This design comes from an exercise in tuning for a short achievable clock period and few clock cycles on the open sky130 flow, not from production work.
The RTL was checked by simulation tests, not by an equivalence proof against the original design.
Power figures rest on the tool's default switching activity, not on a simulated workload.

--- flow/run.sh ---
#!/bin/bash
# synth_recipe.tcl (not shown) runs the flow's synth.tcl, then flattens the netlist and writes it again
# the make line also repeats each setting of config.mk as NAME=value (left out here)
make -C /OpenROAD-flow-scripts/flow DESIGN_CONFIG=/design/flow/config.mk WORK_HOME=/design/flow/orfs CLKGATE_MAP_FILE= SYNTH_SCRIPT=/design/flow/synth_recipe.tcl finish
--- flow/config.mk ---
export PLATFORM = sky130hd
export DESIGN_NAME = processor
export DESIGN_NICKNAME = processor
export VERILOG_FILES = /design/flow/design.v
export SDC_FILE = /design/flow/constraint.sdc
export NUM_CORES = 4
export LEC_CHECK = 0
export CAP_MARGIN = 20
export CORE_MARGIN = 2
export CORE_UTILIZATION = 40
export SLEW_MARGIN = 20
--- flow/constraint.sdc ---
create_clock -name core_clock -period 11.0 [get_ports {clk}]
set_input_delay 2.2000 -clock core_clock [delete_from_list [all_inputs] [get_ports {clk}]]
set_output_delay 2.2000 -clock core_clock [all_outputs]
set_load 0.01 [all_outputs]
--- flow/design.v ---
`default_nettype none
module processor( input         clk, reset,
                  output [31:0] pc,
                  input  [31:0] instruction,
                  output        WE,
                  output [31:0] address_to_mem,
                  output [31:0] data_to_mem,
                  input  [31:0] data_from_mem
                );
    wire [31:0]PCPlus4, plusimm, ImmOp, BranchTarget, tores, res, PCn, SrcA, SrcB, writedata;
    wire BranchBeq, BranchJal, BranchJalr, BranchJalx, zero, BranchOutcome, MemWrite;
    wire ALUSrc, MemToReg, RegWrite;
    wire [2:0] ALUControl;
    wire [2:0] immControl; 
    adder pc4(pc, 4, PCPlus4);
    adder pcimm(pc, ImmOp, plusimm);
    mux32_1 branchJalop(address_to_mem, plusimm, BranchJalr, BranchTarget);
    mux32_1 muxa(PCPlus4, address_to_mem, BranchJalx, tores );
    mux32_1 muxres(data_from_mem, tores, MemToReg, res);
    mux32_1 muxPC(BranchTarget, PCPlus4, BranchOutcome, PCn);
    mux32_1 muxALU(ImmOp, writedata, ALUSrc, SrcB );
    alu ALU(SrcA, SrcB, ALUControl, address_to_mem, zero);
    registry registry(instruction [19:15], instruction [24:20], instruction [11:7],
                clk, RegWrite, SrcA, data_to_mem, res);
    pc ProgCount(PCn, clk, reset, pc);
    immDecode immdecoder(instruction, ImmOp, immControl);
    ControlUnit radic( instruction [31:0], BranchBeq, BranchJal, BranchJalr, RegWrite, MemToReg, MemWrite, ALUControl, ALUSrc, immControl [2:0]);
    branch branchout(BranchJalr, BranchJal, BranchBeq, zero, BranchJalx, BranchOutcome);
    assign writedata = data_to_mem;
    assign WE = MemWrite;
endmodule
module mux32_1(input [31:0] a, b, input select,
                 output reg [31:0] y);
    always @(*)
	if(select)
	y=a;
	else y=b;
endmodule
module adder(input [31:0] a,  b, output [31:0] sum);
    assign sum=a+b;
endmodule
module alu (
    input [31:0] SrcA, input [31:0] SrcB, input [2:0] ALUControl, 
    output reg [31:0] ALUResult, output reg zero );
    always @(*) begin
        casez (ALUControl)
        3'b000 :  ALUResult = SrcA + SrcB; 
        3'b001 : ALUResult = SrcA - SrcB;
        3'b010 : ALUResult = SrcA & SrcB;
        3'b011 :ALUResult = $signed(SrcA) >> $signed(SrcB[4:0]);
        3'b100 : ALUResult = $signed(SrcA) >= $signed(SrcB);
        3'b101 : ALUResult = SrcB;
        3'b111 : ALUResult = SrcA[30:23] - 8'd127;
        default: ALUResult = 32'b0;
    endcase
                zero = (ALUResult == 0);
    end
endmodule
module pc( input [31:0] PCN, input clk, input reset, output reg [31:0] pc);
    always @(posedge clk or posedge reset) begin
        if (reset)
            pc <= 32'b0;
        else
            pc <= PCN;
    end
endmodule
module immDecode(input [31:0] instruction, output reg [31:0] ImmOp, input [2:0] operand);
    always @(*) begin
        casez (operand)
            3'b000 : ImmOp = 32'b0;  
            3'b001 : ImmOp = {{20{instruction[31]}},instruction[31:20]};  
            3'b010 : ImmOp = {{20{instruction[31]}},instruction[31:25],instruction[11:7]};  
            3'b011 : ImmOp = {{19{instruction[31]}},instruction[31],instruction[7],instruction[30:25],instruction[11:8], 1'b0};  
            3'b100 : ImmOp = { instruction[31:12], 12'b0};  
            3'b101 : ImmOp = {{11{instruction[31]}},instruction[31],instruction[19:12],instruction[20],instruction[30:21],1'b0};  
            default: ImmOp = 32'b0;
        endcase
    end
endmodule
module ControlUnit(input [31:0] instruction, output reg BranchBeq, output reg BranchJal, output reg BranchJalr, output reg RegWrite, output reg MemToReg, output reg MemWrite, output reg [2:0] ALUControl, output reg ALUSrc, output reg [2:0] immControl);
    always @(*) begin
        BranchBeq = 0;
        BranchJal = 0;
        BranchJalr = 0;
        RegWrite = 0;
        MemToReg = 0;
        MemWrite = 0;
        ALUControl = 3'b000;
        ALUSrc = 0;
        immControl = 3'b000;
        casez (instruction [6:0])
            7'b0110011 : begin
                RegWrite=1;
                immControl=3'b000;
                casez (instruction [14:12])
                    3'b000 : begin
                        casez (instruction [31:30] )
                        2'b00 : ALUControl = 3'b000;
                        2'b01 : ALUControl = 3'b001;
                        endcase
                    end
                    3'b111 : ALUControl = 3'b010;
                    3'b101 : ALUControl = 3'b011;
                endcase
            end
            7'b0010011 : begin
                ALUSrc = 1;
                RegWrite = 1;
                ALUControl = 3'b000; 
                immControl = 3'b001;  
            end
            7'b1100011 : begin    
                immControl = 3'b011;  
                MemToReg = 0;
                BranchBeq = 1;              
                casez(instruction[14:12])
                    3'b000 : ALUControl = 3'b001;  
                    3'b100 : begin 
                        ALUControl = 3'b100;  
                    end
                endcase
            end
            7'b0000011 : begin
               ALUControl = 3'b000;  
               immControl = 3'b001;  
               RegWrite = 1;
               ALUSrc = 1;
               MemToReg = 1;
            end
            7'b0100011 : begin
                ALUControl = 3'b000;  
                MemWrite = 1;
                ALUSrc = 1;
                immControl = 3'b010; 
            end
            7'b0110111 : begin 
                RegWrite = 1; 
                immControl = 3'b100;  
                ALUSrc = 1;
                ALUControl = 3'b101;
            end
            7'b1101111 : begin
                immControl = 3'b101;  
                RegWrite = 1;
                ALUSrc = 1'b0;
                ALUControl = 3'b000;
                BranchJal=1;  
            end
            7'b1100111 : begin
                immControl = 3'b001;
                RegWrite = 1;
                ALUSrc = 1;
                BranchJalr= 1;
                ALUControl = 3'b000;  
            end
            7'b0001011 : begin
             RegWrite = 1;
             ALUControl = 3'b111;
             ALUSrc = 0;
             immControl = 3'b001;  
            end
        endcase
    end
endmodule
module branch(input BranchJalr, input BranchJal, input BranchBeq, input zero, output BranchJalx, output BranchOutcome );
    assign BranchJalx = BranchJalr | BranchJal;
    assign BranchOutcome = (BranchBeq & zero) | BranchJalx;
endmodule
module registry (
    input [4:0] A1, input [4:0] A2, input [4:0] A3, input CLK, input WE3,
    output reg [31:0] RD1, output reg [31:0] RD2, input [31:0] WD3 );
    reg [31:0] registry [31:1];
    always@(*)
    begin
        RD1 = (A1 == 5'd0) ? 32'b0 : registry[A1];
        RD2 = (A2 == 5'd0) ? 32'b0 : registry[A2];
    end
    always @(posedge CLK) begin
            if(A3!=0 && WE3 == 1)   
                registry[A3] <= WD3; 
        end
endmodule
`default_nettype wire
==> summary.txt <==
power by group:
group	switching [mW]	leakage (nW)	internal, mW
logic	2.09	12.4	1.18
clock network	1.61	1.70	2.09
registers	0.129	9.25	4.82
total	3.83	23.3	8.09
sequential cells by signal, summed over array words and instances (netlist names):
| register | count |
|---|---|
| ProgCount.pc | 32 |
| registry.registry | 992 |
stage by stage:
| stage | area (µm²) | utilization |
|---|---|---|
| after floorplan | 57500 | - |
| after global placement | 63500 | 0.444 |
| after detailed placement | 63500 | 0.444 |
| after CTS | 67100 | 0.469 |
| after global routing | 67100 | 0.469 |
| final | 67100 | 0.469 |
repair_timing:
action,in CTS,in global routing
buffers inserted,0,0
gates resized for setup,0,8
endpoints found under the setup margin,0,5
metal layers:
layer / wire (µm) / vias to the layer above / part of all wire / track usage
met4: 11700 / 2 / 0.053 / 0.142
met3: 24300 / 519 / 0.11 / 0.0661
met5: 12 / - / 0.000054 / 0
met2: 102000 / 2758 / 0.46 / 0.462
li1: - / 17391 / - / -
met1: 85300 / 22016 / 0.38 / 0.399
cell families after synthesis:
group                      count (synthesis)  synth area share
xor gates and xnor gates                  68            0.0104
DFF                                     1024             0.532
buffers and inverters                    413            0.0318
muxes                                    745             0.226
adders and majority gates                100            0.0221
and+or+nand+nor                          880            0.0735
AOI/OAI and AO/OA                        902             0.105
worst register-to-register path, stage by stage, from the launching register on:
cell and delay [ps]:
edfxtp_1 400, mux4_2 470, mux4_2 550, mux2i_1 260, nor2_1 160, nand2_1 130
nand2_1 80, ha_1 300, or2_2 310, or2_2 340, o221a_2 290, buf_4 180
a221o_1 290, a22oi_1 320, buf_4 210, o211ai_1 120, a221oi_1 340, o211ai_1 450
nor4b_1 450, nand4_1 490, nor4_4 560, nor2_4 250, buf_4 270, mux2i_1 190
cell usage after synthesis (23+ instances only):
cell type | count | share of area
nor2_1 | 285 | 0.019
and2_1 | 27 | 0.0029
a21oi_1 | 232 | 0.020
mux2i_1 | 282 | 0.049
inv_1 | 118 | 0.0077
o211ai_1 | 33 | 0.0043
a21o_1 | 25 | 0.0033
and3_1 | 29 | 0.0032
nand4_1 | 26 | 0.0028
dfrtp_1 | 32 | 0.014
a22oi_1 | 93 | 0.012
xor2_1 | 33 | 0.0050
a31oi_1 | 33 | 0.0036
edfxtp_1 | 992 | 0.52
a211oi_1 | 50 | 0.0065
mux4_2 | 439 | 0.17
nand2_1 | 230 | 0.015
nand3_1 | 81 | 0.0070
o22ai_1 | 24 | 0.0026
buf_2 | 62 | 0.0054
clkbuf_1 | 154 | 0.010
a22o_1 | 27 | 0.0041
nand2b_1 | 24 | 0.0026
nor3_1 | 56 | 0.0049
a221oi_1 | 37 | 0.0056
o21ai_0 | 167 | 0.015
ha_1 | 97 | 0.021
buf_4 | 23 | 0.0030
buf_1 | 40 | 0.0026
xnor2_1 | 35 | 0.0053
cell type report:
cell class,count,area share
diodes,5,0.000186
clock buffers,125,0.0412
clock inverters,74,0.0117
inverters,120,0.00671
multi-input cells,2695,0.381
flip-flops and latches,1024,0.456
well taps,1903,0.0355
repair buffers,513,0.0675
worst paths after layout:
path	cells after the start	to	slack, ps	start
worst max register to register	23	ProgCount.pc[18]$_DFF_PP0_	3500	registry.registry[27][5]$_DFFE_PP_
worst max-delay path	22	address_to_mem[31]	190	instruction[20]
worst min register to register	1	ProgCount.pc[0]$_DFFE_PP0P_	590	ProgCount.pc[0]$_DFFE_PP0P_
worst min-delay path	1	ProgCount.pc[0]$_DFFE_PP0P_	590	ProgCount.pc[0]$_DFFE_PP0P_
max in group asynchronous	3	ProgCount.pc[1]$_DFFE_PP0P_	8680	reset
min in group asynchronous	3	ProgCount.pc[28]$_DFF_PP0_	1860	reset
==> out/results.tsv <==
metric	value	unit
dieWidth	383	µm
clk_pin_slew	70	ps
first_pass_iters	8	
crit_top_cell	buf_12	
grt-ovfl-total	0	
final_cells	6459	
cp_top_family	compound AO/OA/AOI/OAI gates	
finalHoldViolCount	0	
clockRootBuffer	clkbuf_16	
hpwlAfterDp	147	mm
clock_path_buffers	3	
final_common_cell	edfxtp_1	
grt_pass1_wl	311	mm
io_pins	163	
p_total	11.9	mW
slowest_delay	610	ps
ys_seq_area_frac	0.532	
clock-sinks	1024	
wl_per_cell	34.5	µm
regArea	30600	µm²
grt_start_max_net_pins	57	
gp_congestion	1.03	
worst-path-buf-inv	7	
die_h	383	µm
syn_area_per_cell	13.9	µm²
antenna_found_initial	9	
multiInputGateArea	25600	µm²
htree_levels	3	
cap_violations	0	
fillers	12467	
synth_flop_cell	edfxtp_1	
critical_path_arrival	8610	ps
hold_path_class	reg -> reg	
required	8800	ps
tns	0	ps
ir_drop	138	µV
syn-cell-area	57500	µm²
ant_nets	0	
start_util	0.402	
cellPowerDensity	178	nW/µm²
cts_tree	yes	
core	143000	µm²
vias_per_cell	6.61	
post-place-ws	210	ps
cp_max_fo	23	
first_iter_violations	6207	
num_vias	42686	
dp_cells	6255	
syn_nets	4298	
async_flop_share	0.0313	
holdWs	590	ps
crit_slowest_cell	clkdlybuf4s50_1	
numCtsBuffers	107	
end_kind	primary output	
synthDistinctLibCells	99	
path_class	in -> out	
finClkSkew	41.4	ps
hold_buffers	0	
p_leak	23.3	nW
ys_seq_elements	1024	
fmax	0.0925	GHz
portBuffers	162	
grt_util_all_layers	0.298	
fin_crit_sh	0.983	
finalCriticalPeriod	10810	ps
report.final.slew_viol_count	0	
routed_wl	223	mm
rsz0062_at_grt	no	
clk_latency	760	ps
worstMarginPinSlew	1060	ps
area_growth	16.7	%
synth_warnings	6	
final-setup-viol-count	0	
critPathLaunchType	primary input	
grt_pass1_vias	41013	
worst_slack	187	ps
drc	0	
layout-drive-gt1-share	0.244	
maxSlewHeadroom	0.290	
status	timing/DRC/antenna clean	
final_cell_mix	992 x edfxtp_1, 439 x mux4_2, 331 x buf_4, 281 x mux2i_1, 254 x nor2_1	
nets	4627	
rows	139	
die-area	147000	µm²
synth_edf_count	992	
synth_cells	4132	
crit_chain	buf_8 -> buf_12 -> buf_12 -> buf_12 -> mux4_2 -> mux4_2 -> mux2i_1 -> nor2_1 -> nand2_1 -> o21ai_0 -> ha_1 -> inv_1 -> nand3_1 -> o311a_1 -> o31ai_1 -> a211oi_1 -> o21ai_0 -> buf_4 -> a221oi_1 -> o41a_1 -> a2bb2oi_1 -> clkdlybuf4s50_1	
Testbench counts, summed over its fixed seeds: cycles 59,656.

## re-timing with driven ports
No port has a modelled driver above. Below, the same layout with a new extraction and two added sets of constraints.
Step 1 assumes that a clkbuf_16 drives the clock port and a buf_2 every other input.
Step 2 adds t to the input delays and takes it off the output delays; t is the mean of the earliest and latest rising clock arrival at the registers after step 1. Input paths then give back, and output paths get back, about the clock's delay inside the block.
Slacks: ideal / step 1 / step 2; pairs: ideal / step 1.
shift t [ns]: 0.811
setup slack, ns: 0.187 / 0.129 / 0.129
hold slack, ns: 0.590 / 0.590 / 0.590
After both steps this run still meets setup and hold. For this run, drivers alone change the setup slack by -0.058 ns; drivers and shift together by -0.058 ns.
